What follows belongs to an exercise in optimizing a design on an open flow for small area, a short achievable clock period and few clock cycles per item; a production flow would make more cautious choices.
Function was checked by simulation only, so behaviour that the tests miss may differ from the original.

`design/flow/design.v`:
```
module gcd_coprocessor #( parameter W = 16 ) (
  input clk,
  input reset,
  input operands_val,
  input [W-1:0] operands_bits_A,
  input [W-1:0] operands_bits_B,
  output operands_rdy,
  output result_val,
  output [W-1:0] result_bits,
  input result_rdy
);
  function [3:0] ctz(input [W-1:0] v);
    integer i;
    begin
      ctz = 4'd0;
      for (i = W - 1; i >= 0; i = i - 1)
        if (v[i]) ctz = i;
    end
  endfunction
  reg [W-1:0] A, B;
  reg [3:0]   k;       
  reg         fin;     
  reg         busy;
  wire [W-1:0] xab = A ^ B;
  wire eq   = ~|xab;
  wire bz   = ~|B;
  wire kz   = (k == 4'd0);
  wire stop = eq | fin;
  wire done = busy & stop & kz;
  assign result_val   = done;
  assign result_bits  = A;
  assign operands_rdy = ~busy | (done & result_rdy);
  wire load = operands_val & operands_rdy;
  wire both_even = ~A[0] & ~B[0];
  wire         sub = B[0] | bz;
  wire [W:0]   d = {1'b0, A} - {1'b0, B};
  wire         neg = d[W];
  wire [W-1:0] y = sub ? xab : B;         
  wire [3:0]   s = both_even ? 4'd1 : ctz(y);
  wire [W-1:0] f = d[W-1:0] ^ {W{neg}};   
  wire [W-1:0] g = sub ? f : B;
  wire [W-1:0] bnext = (g >> s) | {{(W-1){1'b0}}, sub & neg};
  wire swap = B[0] & (~A[0] | ~neg);
  always @(posedge clk or posedge reset) begin
    if (reset) begin
      busy <= 1'b0;
    end else if (load) begin
      busy <= 1'b1;
    end else if (done & result_rdy) begin
      busy <= 1'b0;
    end
  end
  wire a_load = load;
  wire a_shl  = ~load & busy & stop & ~kz;
  wire a_shr  = ~load & busy & ~stop & both_even;
  wire a_swp  = ~load & busy & ~stop & ~both_even & swap;
  wire a_hold = ~(a_load | a_shl | a_shr | a_swp);
  wire b_new  = ~load & busy & ~stop;
  wire b_hold = ~(load | b_new);
  wire [W-1:0] anext = ({W{a_load}} & operands_bits_A) | ({W{a_shl}} & (A << 1))
                     | ({W{a_shr}} & (A >> 1)) | ({W{a_swp}} & B) | ({W{a_hold}} & A);
  wire [W-1:0] bnext2 = ({W{load}} & operands_bits_B) | ({W{b_new}} & bnext) | ({W{b_hold}} & B);
  always @(posedge clk) begin
    A <= anext;
    B <= bnext2;
    if (load) begin
      k   <= 4'd0;
      fin <= 1'b0;
    end else if (busy) begin
      if (stop) begin
        if (!kz) begin
          k   <= k - 4'd1;
          fin <= 1'b1;
        end
      end else if (both_even) begin
        k <= k + 4'd1;
      end
    end
  end
endmodule
```
`design/flow/flow/run.sh`:
```
#!/bin/bash
# The standard layout (the standard.sh on all ORFS steps), with the port
# buffers that global placement inserts made the smallest buffer cell
# (sky130_fd_sc_hd__buf_1) instead of the delay buffer buffer_ports picks by
# itself. Every input and output port still gets its own buffer.
set -euo pipefail
export BUFFER_PORTS_ARGS="-buffer_cell sky130_fd_sc_hd__buf_1"
bash standard.sh > run_standard.log 2>&1
```
`design/flow/standard.sh`:
```
#!/bin/bash
# synth_recipe.tcl (not shown) runs the flow's synth.tcl, then flattens the netlist and writes it again
# the make line also repeats each setting of config.mk as NAME=value (left out here)
make -C /OpenROAD-flow-scripts/flow DESIGN_CONFIG=/design/flow/config.mk WORK_HOME=/design/flow/orfs CLKGATE_MAP_FILE= SYNTH_SCRIPT=/design/flow/synth_recipe.tcl "${@:-finish}"
```
`design/flow/config.mk`:
```
export PLATFORM = sky130hd
export DESIGN_NAME = gcd_coprocessor
export DESIGN_NICKNAME = gcd_coprocessor
export VERILOG_FILES = /design/flow/design.v
export SDC_FILE = /design/flow/constraint.sdc
export NUM_CORES = 4
export LEC_CHECK = 0
export CAP_MARGIN = 20
export CELL_PAD_IN_SITES_DETAIL_PLACEMENT = 0
export CELL_PAD_IN_SITES_GLOBAL_PLACEMENT = 1
export CORE_AREA = 5 5 115 115
export DIE_AREA = 0 0 120 120
export PLACE_DENSITY = 0.5
export SETUP_SLACK_MARGIN = 1.3
export SLEW_MARGIN = 20
export TNS_END_PERCENT = 5
```
`design/flow/constraint.sdc`:
```
create_clock -name core_clock -period 5.0 [get_ports {clk}]
set_input_delay 1.0000 -clock core_clock [delete_from_list [all_inputs] [get_ports {clk}]]
set_output_delay 1.0000 -clock core_clock [all_outputs]
set_load 0.01 [all_outputs]
```
==> results of run 1 <==
==> sequential cells by signal, summed over array words and instances, names as in the netlist <==
name	cells
fin	1
busy	1
k	4
B	16
A	16
==> critical path, stage by stage (launching register included) <==
cell and delay, ns:
dfxtp_1 0.51, inv_1 0.16, ha_1 0.48, and3_1 0.26
a221oi_4 0.11, a211o_2 0.39, a41oi_1 0.23, or3b_2 0.48
nand3_1 0.09, a21boi_1 0.30, o21ai_0 0.17, mux2i_1 0.30
o221ai_1 0.17
==> placed cells by master (no fill, tap or decap), drive strengths merged, types with 8 or more instances in the layout <==
master and count:
nor2 31, a21oi 31, nand3 25, mux2i 24
xor2 9, nor3 15, ha 19, nor4 8
a222oi 15, a31oi 8, nor2b 9, o21a 8
buf 82, nand2 68, dfxtp 37, and3 16
o211ai 8, o21ai 25, nand4 10, a211oi 9
inv 28, xnor2 13
==> final cells by class <==
| class | instances | area [um^2] |
|---|---|---|
| inverters | 29 | 110 |
| clock inverters | 1 | 30.0 |
| repair buffers | 82 | 417 |
| flip-flops and latches | 38 | 769 |
| multi-input cells | 461 | 3300 |
| well taps | 147 | 184 |
| fillers | 1278 | 7010 |
| clock buffers | 7 | 143 |
==> metal layers <==
metal / routed length (um) / up-vias / share of wire, %
li1: - / 2279 / -
met1: 7720 / 2300 / 46
met2: 7460 / 201 / 44
met3: 1070 / 28 / 6.4
met4: 544 / 0 / 3.2
met5: 0 / - / 0
==> cells by family (layout without fill, tap and decap cells) <==
| logic type | count (synthesis) | after routing |
|---|---|---|
| AO/OA/AOI/OAI | 174 | 174 |
| flip-flops | 38 | 38 |
| adder cells (fa/ha/maj) | 21 | 21 |
| XOR/XNOR | 22 | 22 |
| multiplexers | 31 | 31 |
| AND/OR/NAND/NOR | 212 | 213 |
| buffers and inverters | 66 | 119 |
==> worst paths after layout <==
check                      startpoint    to
setup / recovery                 B[3]  B[8]
hold / removal                  reset  busy
setup reg to reg                 B[3]  B[8]
hold reg to reg                  k[3]  k[3]
max in group asynchronous       reset  busy
min in group core_clock          k[3]  k[3]
==> per-stage QoR <==
| step | worst slack [ns] | hold slack, ns | instance area [um^2] |
|---|---|---|---|
| 2_1_floorplan | 1.71 | 0.458 | 4290 |
| 4_1_cts | 1.28 | 0.496 | 4910 |
| 3_5_place_dp | 0.712 | 0.493 | 4650 |
| 6_report | 1.21 | 0.501 | 4950 |
| 3_3_place_gp | 0.731 | 0.478 | 4650 |
| 5_1_grt | 1.03 | 0.504 | 4950 |
==> timing repair <==
| action | 4_1_cts | 5_1_grt |
|---|---|---|
| buffers inserted | 5 | 4 |
| endpoints found under the setup margin | 38 | 32 |
| gates cloned | 1 | 0 |
| pin swaps | 4 | 1 |
| resized for setup | 12 | 1 |
| hold endpoints to repair | 0 | 0 |
==> out/metrics.json, run 1 <==
{
  "status": {
    "outcome": "complete, no violations"
  },
  "synth": {
    "synth.lib_cells_used.distinct": 79,
    "synth.net_count": 621,
    "synthesis.instances": 564,
    "synthesis.area_um2": 4290,
    "synth.avg_cell_area_um2": 7.60,
    "yosys-mux-area-fraction_pct": 7.53,
    "synth_top_family_by_area": "compound AO/OA/AOI/OAI gates",
    "yosys.area_share.simple_pct": 25.5,
    "synth-edff-count": 0,
    "share_of_synthesized_area_occupied_by_flip_flops_and_latches_pct": 17.9,
    "synthDominantAreaCellType": "dfxtp_1",
    "synthXorXnorAreaFrac_pct": 4.50,
    "synth_area_in_compound_gates_pct": 30.9,
    "postSynth.asyncResetShare_pct": 2.63,
    "ys_seq_elements": 38,
    "yosys.area_share.adder_pct": 6.48,
    "synth.most_common_cell": "nand2_1",
    "yosys_warnings": 1,
    "ys_dominant_reg_cell": "dfxtp_1",
    "synth.top_cells.by_area": "dfxtp_1 (17%), nand2_1 (6.0%), mux2i_1 (5.6%), ha_1 (5.5%), a21oi_1 (3.6%)",
    "yosys.area.top_type_share_pct": 17.3,
    "synth_common_cells": "nand2_1 (68), dfxtp_1 (37), a21oi_1 (31), nor2_1 (29), inv_1 (28)"
  },
  "worst_setup_path": {
    "timing.reg2reg.setup_slack_ns": 1.21,
    "data_required_time_at_the_worst_endpoint_ns": 5.16,
    "critPathKind": "register to register",
    "cp_max_fo": 9,
    "critical_path_sink_type": "register",
    "reg2reg_depth": 12,
    "crit_arrival_ns": 3.95,
    "startpoint_class_of_the_critical_path": "register"
  },
  "detailed_routing": {
    "drc": 0,
    "route.vias.total": 4808,
    "first_pass_iters": 5,
    "final_antenna_net_count": 0,
    "viasPerCell": 6.28,
    "drtIter0Drc": 522,
    "final_routed_wire_length_divided_by_cell_count_um": 22.0,
    "route.final.wire_length_mm": 16.8
  },
  "sta": {
    "layout_worst_path_cycle_share_pct": 75.8,
    "worstMarginPinSlew_ns": 0.826,
    "rsz0062_at_grt": "yes",
    "final.setup.tns_ns": 0,
    "finalMaxSlewViolations": 0,
    "final_setup_violation_count": 0,
    "timing.max_slew.rel_slack_pct": 44.2,
    "report.final.hold_viol_count": 0,
    "finalWorstPathRequiredPeriod_ns": 3.79,
    "clock_skew_after_layout_ns": 0.0118,
    "max_freq_mhz": 264
  },
  "floorplan": {
    "start_util_pct": 35.8,
    "die-area_um2": 14400,
    "ios": 54,
    "placement_rows": 40,
    "core_area_um2": 12000,
    "die_height_um": 120,
    "dieWidth_um": 120
  },
  "layout": {
    "stdcell_count": 765,
    "fraction_of_layout_cells_with_a_size_suffix_above_1_pct": 11.3,
    "finalCoreUtilization_pct": 41.4,
    "insertedDiodeCount": 0,
    "area.growth.synth_to_final_pct": 15.5,
    "num-nets-final": 674
  },
  "grt": {
    "grt_overflow": 0,
    "grt_pass1_vias": 4561,
    "maximum_number_of_pins_on_one_net_before_global_route_repair": 26,
    "grt_antenna_before_repair": 0,
    "groute.layer.met1.usage_pct": 32.2,
    "globalRoute.busiestLayer": "met2",
    "global_route_wire_length_before_repair_mm": 26.3,
    "gr-usage-all-layers_pct": 23.1,
    "grt_util_met2_pct": 35.0,
    "use_met3_pct": 4.85
  },
  "place": {
    "dpl.cell_count": 747,
    "place.detailed.hpwl_mm": 13.0,
    "port-buffer-count": 53,
    "routabilityCongestion": 0.901
  },
  "clock_tree": {
    "cts.hold.buffers_added": 0,
    "cts_sinks": 38,
    "clock_latency_ns": 0.30,
    "clk_path_buf_depth": 2,
    "clkSlewWorstSetupHoldPaths_ns": 0.06,
    "cts_buffers": 5,
    "cts_root_buf": "clkbuf_16",
    "cts_tree": "built",
    "clock_tree.htree_level_count": 2
  },
  "min_path": {
    "min_path_type": "input pin to asynchronous set/reset pin"
  },
  "flow_run": {
    "drv_cap": 0
  }
}
Testbench counts, summed over its fixed seeds: cycles 6,282, items 512.
==> run 2: changes to the inputs <==
--- a/design/flow/config.mk
+++ b/design/flow/config.mk
@@ -13,3 +13,3 @@
 export PLACE_DENSITY = 0.5
-export SETUP_SLACK_MARGIN = 1.3
+export SETUP_SLACK_MARGIN = 0.8
 export SLEW_MARGIN = 20
==> run 2 against run 1 <==
- die area is the same
- clock skew grew 0.0019 ns
==> out/metrics.json, run 2 <==
{
  "detailed_routing": {
    "final_routed_wire_length_divided_by_cell_count": {"value": 22.0, "unit": "um", "change": "about the same"},
    "viasPerCell": {"value": 6.25, "change": "-0.64%"},
    "route.final.wire_length": {"value": 16.6, "unit": "mm", "change": "-1.3%"},
    "drtIter0Drc": {"value": 484, "change": "-7.3%"},
    "route.vias.total": {"value": 4715, "change": "-1.9%"},
    "final_antenna_net_count": {"value": 0, "change": "unchanged"},
    "drc": {"value": 0, "change": "unchanged"},
    "first_pass_iters": {"value": 6, "change": "+1"}
  },
  "synth": {
    "synthesis.instances": {"value": 564, "change": "unchanged"},
    "synth_top_family_by_area": "compound AO/OA/AOI/OAI gates",
    "share_of_synthesized_area_occupied_by_flip_flops_and_latches": {"value": 17.9, "unit": "%", "change": "unchanged"},
    "yosys.area_share.simple": {"value": 25.5, "unit": "%", "change": "unchanged"},
    "ys_seq_elements": {"value": 38, "change": "unchanged"},
    "synth_area_in_compound_gates": {"value": 30.9, "unit": "%", "change": "unchanged"},
    "yosys.area_share.adder": {"value": 6.48, "unit": "%", "change": "unchanged"},
    "synth-edff-count": {"value": 0, "change": "unchanged"},
    "synthesis.area": {"value": 4290, "unit": "um^2", "change": "unchanged"},
    "synthDominantAreaCellType": "dfxtp_1",
    "synth.avg_cell_area": {"value": 7.60, "unit": "um^2", "change": "unchanged"},
    "yosys-mux-area-fraction": {"value": 7.53, "unit": "%", "change": "unchanged"},
    "postSynth.asyncResetShare": {"value": 2.63, "unit": "%", "change": "unchanged"},
    "yosys_warnings": {"value": 1, "change": "unchanged"},
    "yosys.area.top_type_share": {"value": 17.3, "unit": "%", "change": "unchanged"},
    "synth.most_common_cell": "nand2_1",
    "synth.lib_cells_used.distinct": {"value": 79, "change": "unchanged"},
    "synth.top_cells.by_area": "dfxtp_1 (17%), nand2_1 (6.0%), mux2i_1 (5.6%), ha_1 (5.5%), a21oi_1 (3.6%)",
    "synth.net_count": {"value": 621, "change": "unchanged"},
    "ys_dominant_reg_cell": "dfxtp_1",
    "synth_common_cells": "nand2_1 (68), dfxtp_1 (37), a21oi_1 (31), nor2_1 (29), inv_1 (28)",
    "synthXorXnorAreaFrac": {"value": 4.50, "unit": "%", "change": "unchanged"}
  },
  "sta": {
    "clock_skew_after_layout": {"value": 0.0137, "unit": "ns", "change": "+0.00191 ns"},
    "finalMaxSlewViolations": {"value": 0, "change": "unchanged"},
    "whs": {"value": 0.500, "unit": "ns", "change": "-0.000669 ns"},
    "postLayoutSetupSlackWorst": {"value": 0.969, "unit": "ns", "change": "-0.242 ns"},
    "rsz0062_at_grt": "no",
    "final_setup_violation_count": {"value": 0, "change": "unchanged"},
    "report.final.hold_viol_count": {"value": 0, "change": "unchanged"},
    "layout_worst_path_cycle_share": {"value": 80.6, "unit": "%", "change": "+4.8 points"},
    "final.setup.tns": {"value": 0, "unit": "ns", "change": "unchanged"},
    "timing.max_slew.rel_slack": {"value": 29.6, "unit": "%", "change": "-15 points"},
    "worstMarginPinSlew": {"value": 1.05, "unit": "ns", "change": "+0.223 ns"},
    "finalWorstPathRequiredPeriod": {"value": 4.03, "unit": "ns", "change": "+0.242 ns"},
    "max_freq": {"value": 248, "unit": "MHz", "change": "-6.0%"}
  },
  "min_path": {
    "min_path_type": "input pin to asynchronous set/reset pin"
  },
  "clock_tree": {
    "cts_tree": "built",
    "cts_buffers": {"value": 5, "change": "unchanged"},
    "clock_tree.htree_level_count": {"value": 2, "change": "unchanged"},
    "cts_root_buf": "clkbuf_16",
    "cts.repair_timing.setup_buffer_count": {"value": 0, "change": "-5"},
    "clk_path_buf_depth": {"value": 2, "change": "unchanged"},
    "clock_latency": {"value": 0.30, "unit": "ns", "change": "about the same"},
    "clkSlewWorstSetupHoldPaths": {"value": 0.06, "unit": "ns", "change": "about the same"},
    "cts_sinks": {"value": 38, "change": "unchanged"},
    "cts.hold.buffers_added": {"value": 0, "change": "unchanged"}
  },
  "worst_setup_path": {
    "crit_arrival": {"value": 4.20, "unit": "ns", "change": "+0.25 ns"},
    "critPathKind": "register to register",
    "startpoint_class_of_the_critical_path": "register",
    "critical_path_sink_type": "register",
    "cp_max_fo": {"value": 15, "change": "+6"},
    "data_required_time_at_the_worst_endpoint": {"value": 5.17, "unit": "ns", "change": "about the same"}
  },
  "floorplan": {
    "ios": {"value": 54, "change": "unchanged"},
    "start_util": {"value": 35.8, "unit": "%", "change": "unchanged"},
    "die_height": {"value": 120, "unit": "um", "change": "unchanged"},
    "core_area": {"value": 12000, "unit": "um^2", "change": "unchanged"},
    "dieWidth": {"value": 120, "unit": "um", "change": "unchanged"},
    "die-area": {"value": 14400, "unit": "um^2", "change": "unchanged"},
    "placement_rows": {"value": 40, "change": "unchanged"}
  },
  "place": {
    "routabilityCongestion": {"value": 0.901, "change": "unchanged"},
    "place.detailed.hpwl": {"value": 13.0, "unit": "mm", "change": "unchanged"},
    "port-buffer-count": {"value": 53, "change": "unchanged"},
    "place_ws": {"value": 0.712, "unit": "ns", "change": "unchanged"},
    "post_dp_cell_area": {"value": 4650, "unit": "um^2", "change": "unchanged"},
    "dpl.cell_count": {"value": 747, "change": "unchanged"}
  },
  "grt": {
    "grt_overflow": {"value": 0, "change": "unchanged"},
    "grt_antenna_before_repair": {"value": 0, "change": "unchanged"},
    "maximum_number_of_pins_on_one_net_before_global_route_repair": {"value": 26, "change": "unchanged"},
    "gr-usage-all-layers": {"value": 22.8, "unit": "%", "change": "-0.35 points"},
    "global_route_wire_length_before_repair": {"value": 25.9, "unit": "mm", "change": "-1.4%"},
    "grt_pass1_vias": {"value": 4512, "change": "-1.1%"}
  },
  "layout": {
    "layout.cells.most_common": "nand2_1",
    "stdcell_count": {"value": 755, "change": "-1.3%"},
    "area.growth.synth_to_final_pct": 13.0,
    "num-nets-final": {"value": 664, "change": "-1.5%"},
    "mostFrequentLayoutCells": "nand2_1 (68), buf_1 (53), dfxtp_1 (36)",
    "final_area": {"value": 4840, "unit": "um^2", "change": "-2.1%"},
    "fillers": {"value": 1285, "change": "+0.55%"},
    "largest_registers": "A: 16 flops, B: 16 flops, k: 4 flops",
    "insertedDiodeCount": {"value": 0, "change": "unchanged"},
    "fraction_of_layout_cells_with_a_size_suffix_above_1": {"value": 8.88, "unit": "%", "change": "-2.4 points"},
    "finalCoreUtilization": {"value": 40.5, "unit": "%", "change": "-0.89 points"}
  },
  "status": {
    "outcome": "complete, no violations"
  },
  "flow_run": {
    "drv_cap": {"value": 0, "change": "unchanged"}
  }
}
==> run 2: layer usage <==
layer	track usage (%)	share of wire, %	vias to the layer above
met5	0	0	-
met2	34.9	44	182
met4	7.59	3.1	0
met1	31.8	46	2250
li1	-	-	2248
met3	4.62	6.4	35
==> run 2: repair_timing <==
action,in CTS,in global routing
pin swaps,0,0
endpoints found under the setup margin,7,5
resized for setup,2,2
gates cloned,0,0
==> run 2: logic make-up after synthesis <==
family	Yosys count
AOI/OAI and AO/OA	174
xor gates and xnor gates	22
adders and majority gates	21
buffers and inverters	66
DFF	38
muxes	31
and+or+nand+nor	212
==> run 2: worst paths after layout <==
check / cells past startpoint / startpoint / slack, ns / endpoint
worst max-delay path: 9 / B[0] / 0.97 / B[7]
max in group asynchronous: 2 / reset / 4.41 / busy
worst min register to register: 2 / k[3] / 0.51 / k[3]
worst min-delay path: 2 / reset / 0.50 / busy
min in group core_clock: 2 / k[3] / 0.51 / k[3]
worst max register to register: 9 / B[0] / 0.97 / B[7]
==> run 2: critical path: stages, from the launching register on <==
cell and delay [ns]:
dfxtp_2 0.52, clkinv_1 0.33, ha_1 0.48, nand4b_1 0.42, o41ai_4 0.74, nand3b_1 0.53
and3_1 0.38, a21oi_1 0.11, o21ai_0 0.11, a221o_1 0.28
==> run 2: layout make-up <==
| cell class | count | area (um^2) | area share, % |
|---|---|---|---|
| clock buffer | 7 | 143 | 2.95 |
| clock inverter | 1 | 30.0 | 0.620 |
| inverter | 29 | 109 | 2.25 |
| multi-input combinational | 460 | 3260 | 67.3 |
| sequential | 38 | 767 | 15.8 |
| tap | 147 | 184 | 3.80 |
| timing repair buffer | 73 | 349 | 7.21 |
==> run 3: changes to the inputs <==
--- a/design/flow/config.mk
+++ b/design/flow/config.mk
@@ -13,3 +13,3 @@
 export PLACE_DENSITY = 0.5
-export SETUP_SLACK_MARGIN = 0.8
+export SETUP_SLACK_MARGIN = 1.7
 export SLEW_MARGIN = 20
==> run 3 against run 2 <==
- first-iteration DRC count down 15%
- routed wire length increased by 8.5%
- via count increased by 6.3%
- worst hold slack about the same
- global-route usage rose by 1.4 points
- non-clock buffer count up 47
- register-to-register slack improved by 0.67 ns
- clock skew shrank 0.0031 ns
- sequential share of layout area down 1.8 points
==> out/metrics.json, run 3 <==
{
  "detailed_routing": {
    "drtIter0Drc": {"value": 410, "change": "-15%"},
    "drc": {"value": 0, "change": "unchanged"},
    "route.final.wire_length": {"value": 18.0, "unit": "mm", "change": "+8.5%"},
    "route.vias.total": {"value": 5010, "change": "+6.3%"},
    "first_pass_iters": {"value": 6, "change": "unchanged"},
    "viasPerCell": {"value": 6.23, "change": "-0.22%"},
    "final_antenna_net_count": {"value": 0, "change": "unchanged"},
    "final_routed_wire_length_divided_by_cell_count": {"value": 22.4, "unit": "um", "change": "+1.9%"}
  },
  "grt": {
    "grt_pass1_vias": {"value": 4711, "change": "+4.4%"},
    "grt_antenna_before_repair": {"value": 0, "change": "unchanged"},
    "grt_overflow": {"value": 0, "change": "unchanged"},
    "maximum_number_of_pins_on_one_net_before_global_route_repair": {"value": 26, "change": "unchanged"},
    "gr-usage-all-layers": {"value": 24.2, "unit": "%", "change": "+1.4 points"},
    "global_route_wire_length_before_repair": {"value": 27.3, "unit": "mm", "change": "+5.4%"}
  },
  "synth": {
    "share_of_synthesized_area_occupied_by_flip_flops_and_latches": {"value": 17.9, "unit": "%", "change": "unchanged"},
    "synthesis.area": {"value": 4290, "unit": "um^2", "change": "unchanged"},
    "ys_dominant_reg_cell": "dfxtp_1",
    "ys_seq_elements": {"value": 38, "change": "unchanged"},
    "synthDominantAreaCellType": "dfxtp_1",
    "synth.net_count": {"value": 621, "change": "unchanged"},
    "synth.top_cells.by_area": "dfxtp_1 (17%), nand2_1 (6.0%), mux2i_1 (5.6%), ha_1 (5.5%), a21oi_1 (3.6%)",
    "synth.lib_cells_used.distinct": {"value": 79, "change": "unchanged"},
    "synth.most_common_cell": "nand2_1",
    "synth_common_cells": "nand2_1 (68), dfxtp_1 (37), a21oi_1 (31), nor2_1 (29), inv_1 (28)",
    "synthesis.instances": {"value": 564, "change": "unchanged"},
    "postSynth.asyncResetShare": {"value": 2.63, "unit": "%", "change": "unchanged"},
    "yosys_warnings": {"value": 1, "change": "unchanged"},
    "synth-edff-count": {"value": 0, "change": "unchanged"},
    "yosys.area.top_type_share": {"value": 17.3, "unit": "%", "change": "unchanged"},
    "synth.avg_cell_area": {"value": 7.60, "unit": "um^2", "change": "unchanged"}
  },
  "layout": {
    "insertedDiodeCount": {"value": 0, "change": "unchanged"},
    "fraction_of_layout_cells_with_a_size_suffix_above_1": {"value": 26.6, "unit": "%", "change": "+18 points"},
    "finalCoreUtilization": {"value": 47.6, "unit": "%", "change": "+7.1 points"},
    "area.growth.synth_to_final_pct": 32.9,
    "final_area": {"value": 5690, "unit": "um^2", "change": "+18%"},
    "stdcell_count": {"value": 804, "change": "+6.5%"},
    "mostFrequentLayoutCells": "nand2_1 (66), buf_4 (65), buf_1 (53)",
    "layout.cells.most_common": "nand2_1",
    "num-nets-final": {"value": 713, "change": "+7.4%"},
    "fillers": {"value": 1241, "change": "-3.4%"},
    "largest_registers": "A: 16 flops, B: 16 flops, k: 4 flops"
  },
  "sta": {
    "clock_skew_after_layout": {"value": 0.0107, "unit": "ns", "change": "-0.00307 ns"},
    "layout_worst_path_cycle_share": {"value": 67.4, "unit": "%", "change": "-13 points"},
    "final.setup.tns": {"value": 0, "unit": "ns", "change": "unchanged"},
    "worstMarginPinSlew": {"value": 0.731, "unit": "ns", "change": "-0.318 ns"},
    "timing.max_slew.rel_slack": {"value": 50.8, "unit": "%", "change": "+21 points"},
    "finalWorstPathRequiredPeriod": {"value": 3.37, "unit": "ns", "change": "-0.659 ns"},
    "max_freq": {"value": 297, "unit": "MHz", "change": "+20%"},
    "report.final.hold_viol_count": {"value": 0, "change": "unchanged"},
    "finalMaxSlewViolations": {"value": 0, "change": "unchanged"},
    "rsz0062_at_grt": "yes",
    "final_setup_violation_count": {"value": 0, "change": "unchanged"}
  },
  "place": {
    "port-buffer-count": {"value": 53, "change": "unchanged"},
    "routabilityCongestion": {"value": 0.901, "change": "unchanged"},
    "post_dp_cell_area": {"value": 4650, "unit": "um^2", "change": "unchanged"},
    "place.detailed.hpwl": {"value": 13.0, "unit": "mm", "change": "unchanged"},
    "dpl.cell_count": {"value": 747, "change": "unchanged"}
  },
  "worst_setup_path": {
    "data_required_time_at_the_worst_endpoint": {"value": 4.00, "unit": "ns", "change": "-1.17 ns"},
    "critPathKind": "register to primary output",
    "startpoint_class_of_the_critical_path": "register",
    "critical-path-slowest-cell": "o41ai_4",
    "cells_traversed_along_the_worst_timing_path": "clkinv_2, ha_2, nand4b_1, o41ai_4, nand3_1, nand2_1, buf_1",
    "crit_arrival": {"value": 2.37, "unit": "ns", "change": "-1.83 ns"},
    "critical_path_sink_type": "primary output",
    "cp_max_fo": {"value": 6, "change": "-9"},
    "cp_max_stage_delay": {"value": 0.45, "unit": "ns", "change": "-0.29 ns"}
  },
  "flow_run": {
    "drv_cap": {"value": 0, "change": "unchanged"}
  },
  "floorplan": {
    "core_area": {"value": 12000, "unit": "um^2", "change": "unchanged"},
    "dieWidth": {"value": 120, "unit": "um", "change": "unchanged"},
    "die_height": {"value": 120, "unit": "um", "change": "unchanged"},
    "placement_rows": {"value": 40, "change": "unchanged"},
    "ios": {"value": 54, "change": "unchanged"},
    "die-area": {"value": 14400, "unit": "um^2", "change": "unchanged"},
    "start_util": {"value": 35.8, "unit": "%", "change": "unchanged"}
  },
  "clock_tree": {
    "cts_root_buf": "clkbuf_16",
    "clk_path_buf_depth": {"value": 2, "change": "unchanged"},
    "cts.hold.buffers_added": {"value": 0, "change": "unchanged"},
    "clkSlewWorstSetupHoldPaths": {"value": 0.06, "unit": "ns", "change": "about the same"},
    "clock_latency": {"value": 0.30, "unit": "ns", "change": "about the same"},
    "cts_tree": "built",
    "clock_tree.htree_level_count": {"value": 2, "change": "unchanged"},
    "cts_buffers": {"value": 5, "change": "unchanged"},
    "cts_sinks": {"value": 38, "change": "unchanged"}
  },
  "min_path": {
    "min_path_type": "input pin to asynchronous set/reset pin"
  },
  "status": {
    "outcome": "complete, no violations"
  }
}
-- run 3: cell counts after synthesis --
Identical to the previous run, type by type.
-- run 3: through the flow --
step                setup WS (ns)  hold slack [ns]
floorplan                    1.71            0.458
global placement            0.731            0.478
detailed placement          0.712            0.493
CTS                          1.65            0.496
global route                 1.55            0.504
finish                       1.63            0.500
-- run 3: kinds of logic after synthesis --
logic type | Yosys count | share of synthesized area [%]
xor+xnor | 22 | 4.50
mux | 31 | 7.53
compound gates | 174 | 30.9
buf+inv | 66 | 7.24
simple gates | 212 | 25.5
fa+ha+maj | 21 | 6.48
flops | 38 | 17.9
-- run 3: cell type report --
cell class | instances | area (um^2) | share of cell area [%]
timing repair buffer | 120 | 709 | 12.5
clock buffer | 7 | 143 | 2.50
inverter | 29 | 116 | 2.04
tap | 147 | 184 | 3.23
sequential | 38 | 802 | 14.1
clock inverter | 1 | 30.0 | 0.527
multi-input combinational | 462 | 3710 | 65.2
-- run 3: layer usage --
| metal | part of all wire (%) | up-vias | GRT usage, % | routed length, um |
|---|---|---|---|---|
| met5 | 0 | - | 0 | 0 |
| met4 | 3.7 | 0 | 9.95 | 671 |
| met3 | 7.1 | 44 | 5.00 | 1270 |
| met2 | 45 | 211 | 37.1 | 8150 |
| met1 | 44 | 2403 | 32.9 | 7900 |
| li1 | - | 2352 | - | - |
-- run 3: final timing paths --
check,slack (ns),depth (start not counted),endpoint,startpoint
max reg2reg,1.64,14,B[3],A[0]
max,1.63,7,operands_rdy,B[0]
min reg2reg,0.51,2,k[3],k[3]
min in group core_clock,0.51,2,k[3],k[3]
max in group asynchronous,4.41,2,busy,reset
min,0.50,2,busy,reset
-- run 3: critical path, delay by kind of cell (launching register included) --
family,cells,cell delay (ns)
flip-flops,1,0.39
AO/OA/AOI/OAI,1,0.45
adder cells (fa/ha/maj),1,0.37
AND/OR/NAND/NOR,3,0.56
buffers and inverters,2,0.30
-- run 3: what timing repair did --
action,in CTS,in global routing
endpoints found under the setup margin,39,34
cloned,2,0
gates resized for setup,75,46
setup buffers,23,24
pin swaps,17,20
==> run 4: changes to the inputs <==
--- a/design/flow/config.mk
+++ b/design/flow/config.mk
@@ -7,2 +7,3 @@
 export LEC_CHECK = 0
+export ABC_AREA = 1
 export CAP_MARGIN = 20
@@ -13,3 +14,3 @@
 export PLACE_DENSITY = 0.5
-export SETUP_SLACK_MARGIN = 1.7
+export SETUP_SLACK_MARGIN = 2.0
 export SLEW_MARGIN = 20
==> run 4 against run 3 <==
- design area shrank 6.7%
- worst setup slack better by 0.25 ns
- via count fell by 5.8%
- critical path depth grew 6
- register-to-register slack improved by 0.26 ns
- highest routed layer unchanged
- area after synthesis shrank 9.1%
- first-iteration DRC count grew 5.1%
==> out/metrics.json, run 4 <==
{
  "synth": {
    "synth.net_count": {"value": 696, "change": "+12%"},
    "synth.most_common_cell": "nand2_1",
    "synth_common_cells": "nand2_1 (190), inv_1 (71), nand3_1 (61), nor2_1 (42), a21oi_1 (39)",
    "synthDominantAreaCellType": "dfxtp_1",
    "yosys.area.top_type_share": {"value": 19.0, "unit": "%", "change": "+1.7 points"},
    "synthesis.instances": {"value": 639, "change": "+13%"},
    "synthesis.area": {"value": 3900, "unit": "um^2", "change": "-9.1%"},
    "synth-edff-count": {"value": 0, "change": "unchanged"},
    "synth.top_cells.by_area": "dfxtp_1 (19%), nand2_1 (18%), nand3_1 (7.8%), inv_1 (6.8%), ha_1 (6.1%)",
    "ys_seq_elements": {"value": 38, "change": "unchanged"},
    "yosys_warnings": {"value": 1, "change": "unchanged"},
    "postSynth.asyncResetShare": {"value": 2.63, "unit": "%", "change": "unchanged"},
    "share_of_synthesized_area_occupied_by_flip_flops_and_latches": {"value": 19.7, "unit": "%", "change": "+1.8 points"},
    "ys_dominant_reg_cell": "dfxtp_1",
    "synth.lib_cells_used.distinct": {"value": 50, "change": "-37%"},
    "synth.avg_cell_area": {"value": 6.10, "unit": "um^2", "change": "-20%"}
  },
  "worst_setup_path": {
    "crit-reg2reg-capture": "B[6]",
    "critical-path-slowest-cell": "dfxtp_2",
    "worst-path-stages": {"value": 13, "change": "+6"},
    "cp.buffers_inverters": {"value": 4, "change": "+2"},
    "startpoint_class_of_the_critical_path": "register",
    "cp_max_stage_delay": {"value": 0.35, "unit": "ns", "change": "-0.10 ns"},
    "timing.reg2reg.setup_slack": {"value": 1.90, "unit": "ns", "change": "+0.26 ns"},
    "largest_delay_share_family_worst_path": "simple AND/OR/NAND/NOR gates",
    "critPathKind": "register to primary output",
    "cells_traversed_along_the_worst_timing_path": "inv_4, ha_4, inv_4, nor3_4, inv_2, nor2_4, nand3_4, o21ai_4, nand2_2, nor2_4, nand2_2, nand2_4, buf_6",
    "cp_max_fo": {"value": 4, "change": "-2"},
    "crit_arrival": {"value": 2.13, "unit": "ns", "change": "-0.24 ns"},
    "worst_setup_path_startpoint": "B[14]",
    "reg2reg_depth": {"value": 18, "change": "+4"},
    "data_required_time_at_the_worst_endpoint": {"value": 4.00, "unit": "ns", "change": "about the same"},
    "critical_path_sink_type": "primary output",
    "crit_end": "operands_rdy",
    "crit-reg2reg-launch": "A[13]"
  },
  "layout": {
    "register_cell_area_after_layout": {"value": 800, "unit": "um^2", "change": "-0.31%"},
    "finalCoreUtilization": {"value": 44.4, "unit": "%", "change": "-3.2 points"},
    "fillers": {"value": 1283, "change": "+3.4%"},
    "fraction_of_layout_cells_with_a_size_suffix_above_1": {"value": 27.7, "unit": "%", "change": "+1.1 points"},
    "area.growth.synth_to_final_pct": 36.4,
    "final_area": {"value": 5310, "unit": "um^2", "change": "-6.7%"},
    "mostFrequentLayoutCells": "nand2_1 (174), inv_1 (54), nand3_1 (52)",
    "num-nets-final": {"value": 785, "change": "+10%"},
    "multi_input_area": {"value": 3310, "unit": "um^2", "change": "-11%"},
    "largest_registers": "A: 16 flops, B: 16 flops, k: 4 flops",
    "layout.cells.most_common": "nand2_1",
    "insertedDiodeCount": {"value": 0, "change": "unchanged"}
  },
  "clock_tree": {
    "cts_buffers": {"value": 5, "change": "unchanged"},
    "cts_root_buf": "clkbuf_16",
    "clkSlewWorstSetupHoldPaths": {"value": 0.06, "unit": "ns", "change": "about the same"},
    "cts_tree": "built",
    "clock_latency": {"value": 0.28, "unit": "ns", "change": "-0.02 ns"},
    "clk_path_buf_depth": {"value": 2, "change": "unchanged"},
    "cts_sinks": {"value": 38, "change": "unchanged"},
    "clock_tree.htree_level_count": {"value": 2, "change": "unchanged"},
    "cts.hold.buffers_added": {"value": 0, "change": "unchanged"}
  },
  "status": {
    "outcome": "complete, no violations"
  },
  "sta": {
    "clock_skew_after_layout": {"value": 0.00721, "unit": "ns", "change": "-0.00346 ns"},
    "finalWorstPathRequiredPeriod": {"value": 3.13, "unit": "ns", "change": "-0.245 ns"},
    "rsz0062_at_grt": "yes",
    "final.setup.tns": {"value": 0, "unit": "ns", "change": "unchanged"},
    "report.final.hold_viol_count": {"value": 0, "change": "unchanged"},
    "layout_worst_path_cycle_share": {"value": 62.5, "unit": "%", "change": "-4.9 points"},
    "final_setup_violation_count": {"value": 0, "change": "unchanged"},
    "timing.max_slew.rel_slack": {"value": 63.8, "unit": "%", "change": "+13 points"},
    "max_freq": {"value": 320, "unit": "MHz", "change": "+7.8%"},
    "finalMaxSlewViolations": {"value": 0, "change": "unchanged"},
    "worstMarginPinSlew": {"value": 0.538, "unit": "ns", "change": "-0.193 ns"}
  },
  "detailed_routing": {
    "route.final.wire_length": {"value": 16.5, "unit": "mm", "change": "-8.4%"},
    "drtIter0Drc": {"value": 431, "change": "+5.1%"},
    "final_antenna_net_count": {"value": 0, "change": "unchanged"},
    "first_pass_iters": {"value": 5, "change": "-1"},
    "final_routed_wire_length_divided_by_cell_count": {"value": 18.8, "unit": "um", "change": "-16%"},
    "drc": {"value": 0, "change": "unchanged"},
    "viasPerCell": {"value": 5.39, "change": "-13%"},
    "route.vias.total": {"value": 4719, "change": "-5.8%"}
  },
  "grt": {
    "global_route_wire_length_before_repair": {"value": 24.7, "unit": "mm", "change": "-9.4%"},
    "gr-usage-all-layers": {"value": 21.9, "unit": "%", "change": "-2.2 points"},
    "grt_pass1_vias": {"value": 4464, "change": "-5.2%"},
    "maximum_number_of_pins_on_one_net_before_global_route_repair": {"value": 37, "change": "+42%"},
    "grt_antenna_before_repair": {"value": 0, "change": "unchanged"},
    "grt_overflow": {"value": 0, "change": "unchanged"}
  },
  "floorplan": {
    "dieWidth": {"value": 120, "unit": "um", "change": "unchanged"},
    "start_util": {"value": 32.6, "unit": "%", "change": "-3.3 points"},
    "die-area": {"value": 14400, "unit": "um^2", "change": "unchanged"},
    "core_area": {"value": 12000, "unit": "um^2", "change": "unchanged"},
    "die_height": {"value": 120, "unit": "um", "change": "unchanged"},
    "ios": {"value": 54, "change": "unchanged"},
    "placement_rows": {"value": 40, "change": "unchanged"}
  },
  "place": {
    "routabilityCongestion": {"value": 0.944, "change": "+4.8%"},
    "place.detailed.hpwl": {"value": 12.6, "unit": "mm", "change": "-3.5%"},
    "post_dp_cell_area": {"value": 4190, "unit": "um^2", "change": "-9.8%"},
    "port-buffer-count": {"value": 53, "change": "unchanged"}
  },
  "min_path": {
    "min_path_type": "register to register"
  },
  "flow_run": {
    "drv_cap": {"value": 0, "change": "unchanged"}
  }
}
==> run 4: changes by cell type in the layout (fill, tap and decap cells not counted), moves of 11 or more <==
cell / delta
o211ai_1: +11
inv_2: +17
nand2_2: +16
nand3_1: +27
inv_1: +28
a222oi_1: -15
mux2i_1: -22
nor3_1: -12
and3_1: -15
nand2_1: +108
buf_4: -28
==> run 4: cell type report <==
type                            count  area share (%)
Multi-Input combinational cell    507            62.2
Sequential cell                    38            15.0
Timing Repair Buffer               93            9.94
Inverter                           83            6.66
Tap cell                          147            3.46
Clock buffer                        7            2.68
==> run 4: cells by family after synthesis <==
family | after synthesis | share of synthesized area (%)
xor gates and xnor gates | 19 | 4.27
AOI/OAI and AO/OA | 138 | 22.0
adders and majority gates | 21 | 7.13
buffers and inverters | 100 | 10.9
and+or+nand+nor | 323 | 36.0
DFF | 38 | 19.7
==> run 4: how the worst min path moves through the flow <==
stage / startpoint / to / slack [ns] / depth (start not counted)
3_3_place_gp: k[3] / k[3] / 0.45 / 1
6_report: k[3] / k[3] / 0.47 / 1
2_1_floorplan: k[3] / k[3] / 0.42 / 1
4_1_cts: k[3] / k[3] / 0.47 / 1
3_5_place_dp: k[3] / k[3] / 0.46 / 1
5_1_grt: reset / busy / 0.51 / 2
==> run 4: metrics by stage <==
| step | setup slack (ns) | hold slack (ns) | cells |
|---|---|---|---|
| 2_1_floorplan | 2.09 | 0.423 | 639 |
| 3_5_place_dp | 1.11 | 0.461 | 825 |
| 5_1_grt | 1.76 | 0.508 | 875 |
| 6_report | 1.87 | 0.468 | 875 |
| 4_1_cts | 1.77 | 0.470 | 852 |
| 3_3_place_gp | 1.01 | 0.453 | 825 |
==> run 4: timing repair <==
action                                  4_1_cts  5_1_grt
buffers inserted                             19       18
gates resized for setup                      82       93
cloned                                        1        5
endpoints found under the setup margin       35       35
pin swaps                                    19       34
==> run 4: metal layers <==
| layer | vias up | global-route usage (%) | wire (um) |
|---|---|---|---|
| met2 | 146 | 35.4 | 7620 |
| met5 | - | 0 | 0 |
| li1 | 2316 | - | - |
| met3 | 25 | 2.97 | 896 |
| met4 | 0 | 6.01 | 363 |
| met1 | 2232 | 30.5 | 7590 |
==> run 5: changes to the inputs <==
--- a/design/flow/config.mk
+++ b/design/flow/config.mk
@@ -14,3 +14,3 @@
 export PLACE_DENSITY = 0.5
-export SETUP_SLACK_MARGIN = 2.0
+export SETUP_SLACK_MARGIN = 1.6
 export SLEW_MARGIN = 20
==> run 5 against run 4 <==
- non-clock buffer count shrank 21
- die area is the same
- still clean on timing, DRC and antenna
- flip-flop and latch count is the same
==> out/metrics.json, run 5 <==
{
  "status": {
    "outcome": "complete, no violations"
  },
  "worst_setup_path": {
    "worst-path-stages": {"value": 13, "change": "unchanged"},
    "critical-path-slowest-cell": "dfxtp_1",
    "critical_path_sink_type": "primary output",
    "cp_max_fo": {"value": 5, "change": "+1"},
    "cells_traversed_along_the_worst_timing_path": "inv_1, ha_4, inv_2, nor3_2, inv_1, nor2_4, nand3_4, o21ai_4, nand2_2, nor2_4, nand2_1, nand2_2, clkbuf_2",
    "cp.buffers_inverters": {"value": 4, "change": "unchanged"},
    "data_required_time_at_the_worst_endpoint": {"value": 4.00, "unit": "ns", "change": "about the same"},
    "cp_max_stage_delay": {"value": 0.33, "unit": "ns", "change": "-0.02 ns"},
    "reg2reg_depth": {"value": 22, "change": "+4"},
    "crit_arrival": {"value": 2.28, "unit": "ns", "change": "+0.15 ns"},
    "crit-reg2reg-launch": "B[2]",
    "crit-reg2reg-capture": "B[5]",
    "timing.reg2reg.setup_slack": {"value": 1.72, "unit": "ns", "change": "-0.18 ns"},
    "largest_delay_share_family_worst_path": "simple AND/OR/NAND/NOR gates",
    "critPathKind": "register to primary output",
    "startpoint_class_of_the_critical_path": "register"
  },
  "clock_tree": {
    "clkSlewWorstSetupHoldPaths": {"value": 0.06, "unit": "ns", "change": "about the same"},
    "cts_root_buf": "clkbuf_16",
    "cts_sinks": {"value": 38, "change": "unchanged"},
    "cts_buffers": {"value": 5, "change": "unchanged"},
    "clock_tree.htree_level_count": {"value": 2, "change": "unchanged"},
    "cts_tree": "built",
    "clock_latency": {"value": 0.28, "unit": "ns", "change": "about the same"},
    "cts.hold.buffers_added": {"value": 0, "change": "unchanged"},
    "clk_path_buf_depth": {"value": 2, "change": "unchanged"}
  },
  "sta": {
    "clock_skew_after_layout": {"value": 0.00731, "unit": "ns", "change": "+0.0000988 ns"},
    "layout_worst_path_cycle_share": {"value": 65.6, "unit": "%", "change": "+3.1 points"},
    "whs": {"value": 0.466, "unit": "ns", "change": "-0.00233 ns"},
    "final_setup_violation_count": {"value": 0, "change": "unchanged"},
    "max_freq": {"value": 305, "unit": "MHz", "change": "-4.7%"},
    "report.final.hold_viol_count": {"value": 0, "change": "unchanged"},
    "rsz0062_at_grt": "yes",
    "finalWorstPathRequiredPeriod": {"value": 3.28, "unit": "ns", "change": "+0.153 ns"},
    "final.setup.tns": {"value": 0, "unit": "ns", "change": "unchanged"},
    "worstMarginPinSlew": {"value": 0.536, "unit": "ns", "change": "-0.00170 ns"},
    "timing.max_slew.rel_slack": {"value": 63.9, "unit": "%", "change": "+0.11 points"},
    "finalMaxSlewViolations": {"value": 0, "change": "unchanged"}
  },
  "synth": {
    "synth.top_cells.by_area": "dfxtp_1 (19%), nand2_1 (18%), nand3_1 (7.8%), inv_1 (6.8%), ha_1 (6.1%)",
    "ys_dominant_reg_cell": "dfxtp_1",
    "synth_area_in_compound_gates": {"value": 22.0, "unit": "%", "change": "unchanged"},
    "synthXorXnorAreaFrac": {"value": 4.27, "unit": "%", "change": "unchanged"},
    "synth_common_cells": "nand2_1 (190), inv_1 (71), nand3_1 (61), nor2_1 (42), a21oi_1 (39)",
    "synth_top_family_by_area": "simple AND/OR/NAND/NOR gates",
    "share_of_synthesized_area_occupied_by_flip_flops_and_latches": {"value": 19.7, "unit": "%", "change": "unchanged"},
    "yosys-mux-area-fraction": {"value": 0, "unit": "%", "change": "unchanged"},
    "synthesis.area": {"value": 3900, "unit": "um^2", "change": "unchanged"},
    "synth.net_count": {"value": 696, "change": "unchanged"},
    "yosys.area_share.adder": {"value": 7.13, "unit": "%", "change": "unchanged"},
    "synth-edff-count": {"value": 0, "change": "unchanged"},
    "synthesis.instances": {"value": 639, "change": "unchanged"},
    "yosys.area.top_type_share": {"value": 19.0, "unit": "%", "change": "unchanged"},
    "synth.avg_cell_area": {"value": 6.10, "unit": "um^2", "change": "unchanged"},
    "synth.most_common_cell": "nand2_1",
    "yosys.area_share.simple": {"value": 36.0, "unit": "%", "change": "unchanged"},
    "yosys_warnings": {"value": 1, "change": "unchanged"},
    "synth.lib_cells_used.distinct": {"value": 50, "change": "unchanged"},
    "synthDominantAreaCellType": "dfxtp_1",
    "postSynth.asyncResetShare": {"value": 2.63, "unit": "%", "change": "unchanged"},
    "ys_seq_elements": {"value": 38, "change": "unchanged"}
  },
  "detailed_routing": {
    "route.final.wire_length": {"value": 15.7, "unit": "mm", "change": "-4.8%"},
    "drc": {"value": 0, "change": "unchanged"},
    "route.vias.total": {"value": 4508, "change": "-4.5%"},
    "drtIter0Drc": {"value": 316, "change": "-27%"},
    "viasPerCell": {"value": 5.30, "change": "-1.7%"},
    "final_routed_wire_length_divided_by_cell_count": {"value": 18.4, "unit": "um", "change": "-2.0%"},
    "first_pass_iters": {"value": 5, "change": "unchanged"},
    "final_antenna_net_count": {"value": 0, "change": "unchanged"}
  },
  "layout": {
    "largest_registers": "A: 16 flops, B: 16 flops, k: 4 flops",
    "insertedDiodeCount": {"value": 0, "change": "unchanged"},
    "area.growth.synth_to_final_pct": 21.9,
    "num-nets-final": {"value": 760, "change": "-3.2%"},
    "finalCoreUtilization": {"value": 39.7, "unit": "%", "change": "-4.7 points"},
    "layout.cells.most_common": "nand2_1",
    "final_area": {"value": 4750, "unit": "um^2", "change": "-11%"},
    "mostFrequentLayoutCells": "nand2_1 (183), inv_1 (67), nand3_1 (60)",
    "stdcell_count": {"value": 850, "change": "-2.9%"},
    "fraction_of_layout_cells_with_a_size_suffix_above_1": {"value": 15.5, "unit": "%", "change": "-12 points"},
    "fillers": {"value": 1351, "change": "+5.3%"}
  },
  "grt": {
    "gr-usage-all-layers": {"value": 21.2, "unit": "%", "change": "-0.73 points"},
    "maximum_number_of_pins_on_one_net_before_global_route_repair": {"value": 37, "change": "unchanged"},
    "grt_antenna_before_repair": {"value": 0, "change": "unchanged"},
    "grt_overflow": {"value": 0, "change": "unchanged"},
    "global_route_wire_length_before_repair": {"value": 23.9, "unit": "mm", "change": "-3.5%"},
    "grt_pass1_vias": {"value": 4333, "change": "-2.9%"}
  },
  "place": {
    "routabilityCongestion": {"value": 0.944, "change": "unchanged"},
    "dpl.cell_count": {"value": 825, "change": "unchanged"},
    "place.detailed.hpwl": {"value": 12.6, "unit": "mm", "change": "unchanged"},
    "post_dp_cell_area": {"value": 4190, "unit": "um^2", "change": "unchanged"},
    "port-buffer-count": {"value": 53, "change": "unchanged"}
  },
  "floorplan": {
    "dieWidth": {"value": 120, "unit": "um", "change": "unchanged"},
    "die-area": {"value": 14400, "unit": "um^2", "change": "unchanged"},
    "core_area": {"value": 12000, "unit": "um^2", "change": "unchanged"},
    "placement_rows": {"value": 40, "change": "unchanged"},
    "ios": {"value": 54, "change": "unchanged"},
    "start_util": {"value": 32.6, "unit": "%", "change": "unchanged"},
    "die_height": {"value": 120, "unit": "um", "change": "unchanged"}
  },
  "flow_run": {
    "drv_cap": {"value": 0, "change": "unchanged"}
  },
  "min_path": {
    "hold_path_startpoint": "k[3]",
    "holdPathEnd": "k[3]",
    "hold-path-cell-count": {"value": 1, "change": "unchanged"},
    "min_path_type": "register to register"
  }
}
-- run 5: cell counts after synthesis --
Identical to the previous run, type by type.
-- run 5: how the worst max path moves through the flow --
stage,startpoint,to,slack [ns]
after floorplan,A[0],B[0],2.09
after global placement,B[2],B[14],1.01
after detailed placement,B[10],A[6],1.11
after CTS,A[0],B[6],1.54
after global routing,B[2],B[5],1.55
final,B[14],operands_rdy,1.72
-- run 5: worst reg2reg max path: cells and delay by family (launching register included) --
kind	cells	cell delay, ns
simple gates	12	1.15
compound gates	7	1.15
flops	1	0.39
buf+inv	2	0.15
fa+ha+maj	1	0.39
-- run 5: layout make-up --
type,count,area [um^2],share of cell area (%)
inverter,83,338,7.11
multi-input combinational,503,2970,62.6
clock buffer,7,143,3.00
sequential,38,771,16.2
timing repair buffer,72,343,7.22
tap,147,184,3.87
-- run 5: cells by family (layout without fill, tap and decap cells) --
family / after synthesis / after routing
buffers and inverters: 100 / 162
and+or+nand+nor: 323 / 325
xor gates and xnor gates: 19 / 19
AOI/OAI and AO/OA: 138 / 138
DFF: 38 / 38
adders and majority gates: 21 / 21
-- run 5: through the flow --
| step | setup WS [ns] |
|---|---|
| 5_1_grt | 1.55 |
| 3_5_place_dp | 1.11 |
| 2_1_floorplan | 2.09 |
| 6_report | 1.72 |
| 4_1_cts | 1.54 |
| 3_3_place_gp | 1.01 |
-- run 5: metal layers --
metal / GRT usage [%] / part of all wire, % / vias to the layer above
met5: 0 / 0 / -
met4: 6.08 / 1.9 / 0
met3: 3.11 / 4.6 / 17
met2: 34.0 / 46 / 126
met1: 29.5 / 48 / 2110
li1: - / - / 2255
-- run 5: what timing repair did --
item | CTS | global route
setup buffers | 7 | 9
gates cloned | 0 | 2
setup endpoints to repair | 34 | 31
resized for setup | 20 | 53
hold endpoints to repair | 0 | 0
pin swaps | 5 | 14
==> run 6: changes to the inputs <==
--- a/design/flow/config.mk
+++ b/design/flow/config.mk
@@ -14,3 +14,3 @@
 export PLACE_DENSITY = 0.5
-export SETUP_SLACK_MARGIN = 1.6
+export SETUP_SLACK_MARGIN = 1.3
 export SLEW_MARGIN = 20
==> run 6 against run 5 <==
- worst hold slack improved by 0.0025 ns
- first-iteration DRC count increased by 24%
- fmax is 7.1% lower
- design area down 6.3%
- global-route usage decreased by 0.19 points
- routed wire length shrank 3.4%
- non-clock buffer count decreased by 10
- final cell count down 1.4%
- synthesized cell count is the same
- largest cell class unchanged
- highest routed layer unchanged
==> out/metrics.json, run 6 <==
{
  "worst_setup_path": {
    "crit_arrival": {"value": 3.69, "unit": "ns", "change": "+1.41 ns"},
    "critical-path-slowest-cell": "a2111oi_4",
    "cells_traversed_along_the_worst_timing_path": "inv_1, ha_1, nand2_1, nor2_1, inv_1, nor2_2, nand3_2, o21ai_4, nand2_2, nor2_2, nand2_1, nand2_2, nand2_4, inv_8, nor3_4, inv_4, a2111oi_4, inv_4, nand4_4, inv_4, a21oi_1, nand3_1",
    "cp.buffers_inverters": {"value": 6, "change": "+2"},
    "data_required_time_at_the_worst_endpoint": {"value": 5.16, "unit": "ns", "change": "+1.16 ns"},
    "worst_path_most_repeated_cell": "inv_4",
    "cp_max_fo": {"value": 36, "change": "+31"},
    "largest_delay_share_family_worst_path": "simple AND/OR/NAND/NOR gates",
    "cp_max_stage_delay": {"value": 0.48, "unit": "ns", "change": "+0.15 ns"},
    "critical_path_sink_type": "register",
    "critPathKind": "register to register",
    "startpoint_class_of_the_critical_path": "register"
  },
  "grt": {
    "grt_pass1_vias": {"value": 4293, "change": "-0.92%"},
    "maximum_number_of_pins_on_one_net_before_global_route_repair": {"value": 37, "change": "unchanged"},
    "gr-usage-all-layers": {"value": 21.0, "unit": "%", "change": "-0.19 points"},
    "grt_antenna_before_repair": {"value": 0, "change": "unchanged"},
    "global_route_wire_length_before_repair": {"value": 23.7, "unit": "mm", "change": "-0.87%"},
    "grt_overflow": {"value": 0, "change": "unchanged"}
  },
  "place": {
    "port-buffer-count": {"value": 53, "change": "unchanged"},
    "place.detailed.hpwl": {"value": 12.6, "unit": "mm", "change": "unchanged"},
    "routabilityCongestion": {"value": 0.944, "change": "unchanged"},
    "post_dp_cell_area": {"value": 4190, "unit": "um^2", "change": "unchanged"}
  },
  "synth": {
    "ys_dominant_reg_cell": "dfxtp_1",
    "yosys_warnings": {"value": 1, "change": "unchanged"},
    "synthDominantAreaCellType": "dfxtp_1",
    "synth.avg_cell_area": {"value": 6.10, "unit": "um^2", "change": "unchanged"},
    "synth-edff-count": {"value": 0, "change": "unchanged"},
    "postSynth.asyncResetShare": {"value": 2.63, "unit": "%", "change": "unchanged"},
    "synth.most_common_cell": "nand2_1",
    "yosys.area.top_type_share": {"value": 19.0, "unit": "%", "change": "unchanged"},
    "synth_common_cells": "nand2_1 (190), inv_1 (71), nand3_1 (61), nor2_1 (42), a21oi_1 (39)",
    "share_of_synthesized_area_occupied_by_flip_flops_and_latches": {"value": 19.7, "unit": "%", "change": "unchanged"},
    "synth.net_count": {"value": 696, "change": "unchanged"},
    "synth.lib_cells_used.distinct": {"value": 50, "change": "unchanged"},
    "synthesis.instances": {"value": 639, "change": "unchanged"},
    "synth.top_cells.by_area": "dfxtp_1 (19%), nand2_1 (18%), nand3_1 (7.8%), inv_1 (6.8%), ha_1 (6.1%)",
    "ys_seq_elements": {"value": 38, "change": "unchanged"},
    "synthesis.area": {"value": 3900, "unit": "um^2", "change": "unchanged"}
  },
  "layout": {
    "area.growth.synth_to_final_pct": 14.3,
    "num-nets-final": {"value": 748, "change": "-1.6%"},
    "layout.cells.most_common": "nand2_1",
    "multi_input_area": {"value": 2760, "unit": "um^2", "change": "-7.3%"},
    "final_area": {"value": 4450, "unit": "um^2", "change": "-6.3%"},
    "fraction_of_layout_cells_with_a_size_suffix_above_1": {"value": 8.97, "unit": "%", "change": "-6.5 points"},
    "register_cell_area_after_layout": {"value": 768, "unit": "um^2", "change": "-0.32%"},
    "mostFrequentLayoutCells": "nand2_1 (190), inv_1 (69), nand3_1 (61)",
    "finalCoreUtilization": {"value": 37.2, "unit": "%", "change": "-2.5 points"},
    "insertedDiodeCount": {"value": 0, "change": "unchanged"},
    "largest_registers": "A: 16 flops, B: 16 flops, k: 4 flops",
    "fillers": {"value": 1359, "change": "+0.59%"}
  },
  "sta": {
    "final.setup.tns": {"value": 0, "unit": "ns", "change": "unchanged"},
    "finalWorstPathRequiredPeriod": {"value": 3.53, "unit": "ns", "change": "+0.250 ns"},
    "timing.max_slew.rel_slack": {"value": 50.2, "unit": "%", "change": "-14 points"},
    "worstMarginPinSlew": {"value": 0.745, "unit": "ns", "change": "+0.209 ns"},
    "clock_skew_after_layout": {"value": 0.00673, "unit": "ns", "change": "-0.000577 ns"},
    "rsz0062_at_grt": "yes",
    "report.final.hold_viol_count": {"value": 0, "change": "unchanged"},
    "max_freq": {"value": 283, "unit": "MHz", "change": "-7.1%"},
    "layout_worst_path_cycle_share": {"value": 70.6, "unit": "%", "change": "+5.0 points"},
    "finalMaxSlewViolations": {"value": 0, "change": "unchanged"},
    "final_setup_violation_count": {"value": 0, "change": "unchanged"}
  },
  "clock_tree": {
    "clk_path_buf_depth": {"value": 2, "change": "unchanged"},
    "clkSlewWorstSetupHoldPaths": {"value": 0.06, "unit": "ns", "change": "about the same"},
    "cts_buffers": {"value": 5, "change": "unchanged"},
    "clock_latency": {"value": 0.28, "unit": "ns", "change": "about the same"},
    "cts_sinks": {"value": 38, "change": "unchanged"},
    "cts_root_buf": "clkbuf_16",
    "cts_tree": "built",
    "clock_tree.htree_level_count": {"value": 2, "change": "unchanged"}
  },
  "floorplan": {
    "die-area": {"value": 14400, "unit": "um^2", "change": "unchanged"},
    "start_util": {"value": 32.6, "unit": "%", "change": "unchanged"},
    "ios": {"value": 54, "change": "unchanged"},
    "core_area": {"value": 12000, "unit": "um^2", "change": "unchanged"},
    "placement_rows": {"value": 40, "change": "unchanged"},
    "die_height": {"value": 120, "unit": "um", "change": "unchanged"},
    "dieWidth": {"value": 120, "unit": "um", "change": "unchanged"}
  },
  "detailed_routing": {
    "drtIter0Drc": {"value": 392, "change": "+24%"},
    "final_routed_wire_length_divided_by_cell_count": {"value": 18.1, "unit": "um", "change": "-2.0%"},
    "viasPerCell": {"value": 5.28, "change": "-0.50%"},
    "route.final.wire_length": {"value": 15.1, "unit": "mm", "change": "-3.4%"},
    "route.vias.total": {"value": 4422, "change": "-1.9%"},
    "first_pass_iters": {"value": 5, "change": "unchanged"},
    "drc": {"value": 0, "change": "unchanged"},
    "final_antenna_net_count": {"value": 0, "change": "unchanged"}
  },
  "min_path": {
    "min_path_type": "register to register"
  },
  "flow_run": {
    "drv_cap": {"value": 0, "change": "unchanged"}
  },
  "status": {
    "outcome": "complete, no violations"
  }
}
run 6: path summary, 6_finish.rpt:
| check | startpoint | to | slack (ns) | cells past startpoint |
|---|---|---|---|---|
| worst max-delay path | B[10] | A[6] | 1.47 | 22 |
| worst min-delay path | k[3] | k[3] | 0.47 | 1 |
| worst max register to register | B[10] | A[6] | 1.47 | 22 |
| worst min register to register | k[3] | k[3] | 0.47 | 1 |
| max in group asynchronous | reset | busy | 4.40 | 2 |
| min in group asynchronous | reset | busy | 0.52 | 2 |
run 6: final cells by class:
class	instances	share of cell area, %
Clock buffer	7	3.20
Inverter	83	7.50
Multi-Input combinational cell	501	61.9
Sequential cell	38	17.3
Tap cell	147	4.13
Timing Repair Buffer	62	5.99
run 6: cell families (layout without fill, tap and decap cells):
family / count (synthesis) / in the layout / share of synthesized area, %
compound gates: 138 / 138 / 22.0
xor+xnor: 19 / 19 / 4.27
fa+ha+maj: 21 / 21 / 7.13
buf+inv: 100 / 152 / 10.9
flops: 38 / 38 / 19.7
simple gates: 323 / 323 / 36.0
run 6: routing by layer:
layer / part of all wire (%) / vias to the layer above / global-route usage (%)
li1: - / 2228 / -
met1: 47 / 2035 / 29.3
met4: 2.4 / 0 / 6.23
met5: 0 / - / 0
met3: 5.4 / 20 / 3.11
met2: 45 / 139 / 33.5
run 6: repair_timing:
item / 4_1_cts / 5_1_grt
gates resized for setup: 3 / 22
setup endpoints to repair: 29 / 33
buffers inserted: 0 / 6
pin swaps: 0 / 6
hold buffers: 0 / 0
run 6: per-stage QoR:
| step | cells | setup slack, ns | hold WS, ns |
|---|---|---|---|
| 6_report | 838 | 1.47 | 0.468 |
| 5_1_grt | 838 | 1.21 | 0.508 |
| 4_1_cts | 832 | 1.13 | 0.470 |
| 3_5_place_dp | 825 | 1.11 | 0.461 |
| 3_3_place_gp | 825 | 1.01 | 0.453 |
| 2_1_floorplan | 639 | 2.09 | 0.423 |

separate check: timing with driven ports:
In the flow no input, the clock included, has a driving cell. The finished layouts below were timed again as built, in two steps. Step 1: set_driving_cell puts a clkbuf_16 on clk and a buf_2 on each other input, an assumption about the parent block. Step 2 times the ports against the registers' clock, not the clock port: input delays grow and output delays shrink by t, the midpoint of the rising clock arrivals with the driver on. a / b / c = ideal ports / drivers / drivers and shift; a / b = the first two.
| run | shift t [ns] | slack for setup (ns) | worst hold slack (ns) | clock arrival spread, ns | cell pins on the clock port's net |
|---|---|---|---|---|---|
| run 1 | 0.334 | 1.211 / 1.211 / 1.211 | 0.501 / 0.479 / 0.508 | 0.011 / 0.012 | 1 |
| run 2 | 0.333 | 0.969 / 0.969 / 0.969 | 0.500 / 0.481 / 0.506 | 0.014 / 0.014 | 1 |
| run 3 | 0.332 | 1.628 / 1.589 / 1.641 | 0.500 / 0.482 / 0.508 | 0.011 / 0.010 | 1 |
| run 4 | 0.317 | 1.874 / 1.837 / 1.902 | 0.468 / 0.468 / 0.468 | 0.008 / 0.007 | 1 |
| run 5 | 0.317 | 1.720 / 1.683 / 1.723 | 0.466 / 0.466 / 0.466 | 0.008 / 0.007 | 1 |
| run 6 | 0.317 | 1.470 / 1.470 / 1.470 | 0.468 / 0.468 / 0.468 | 0.006 / 0.007 | 1 |
After both steps every run listed still meets setup and hold.
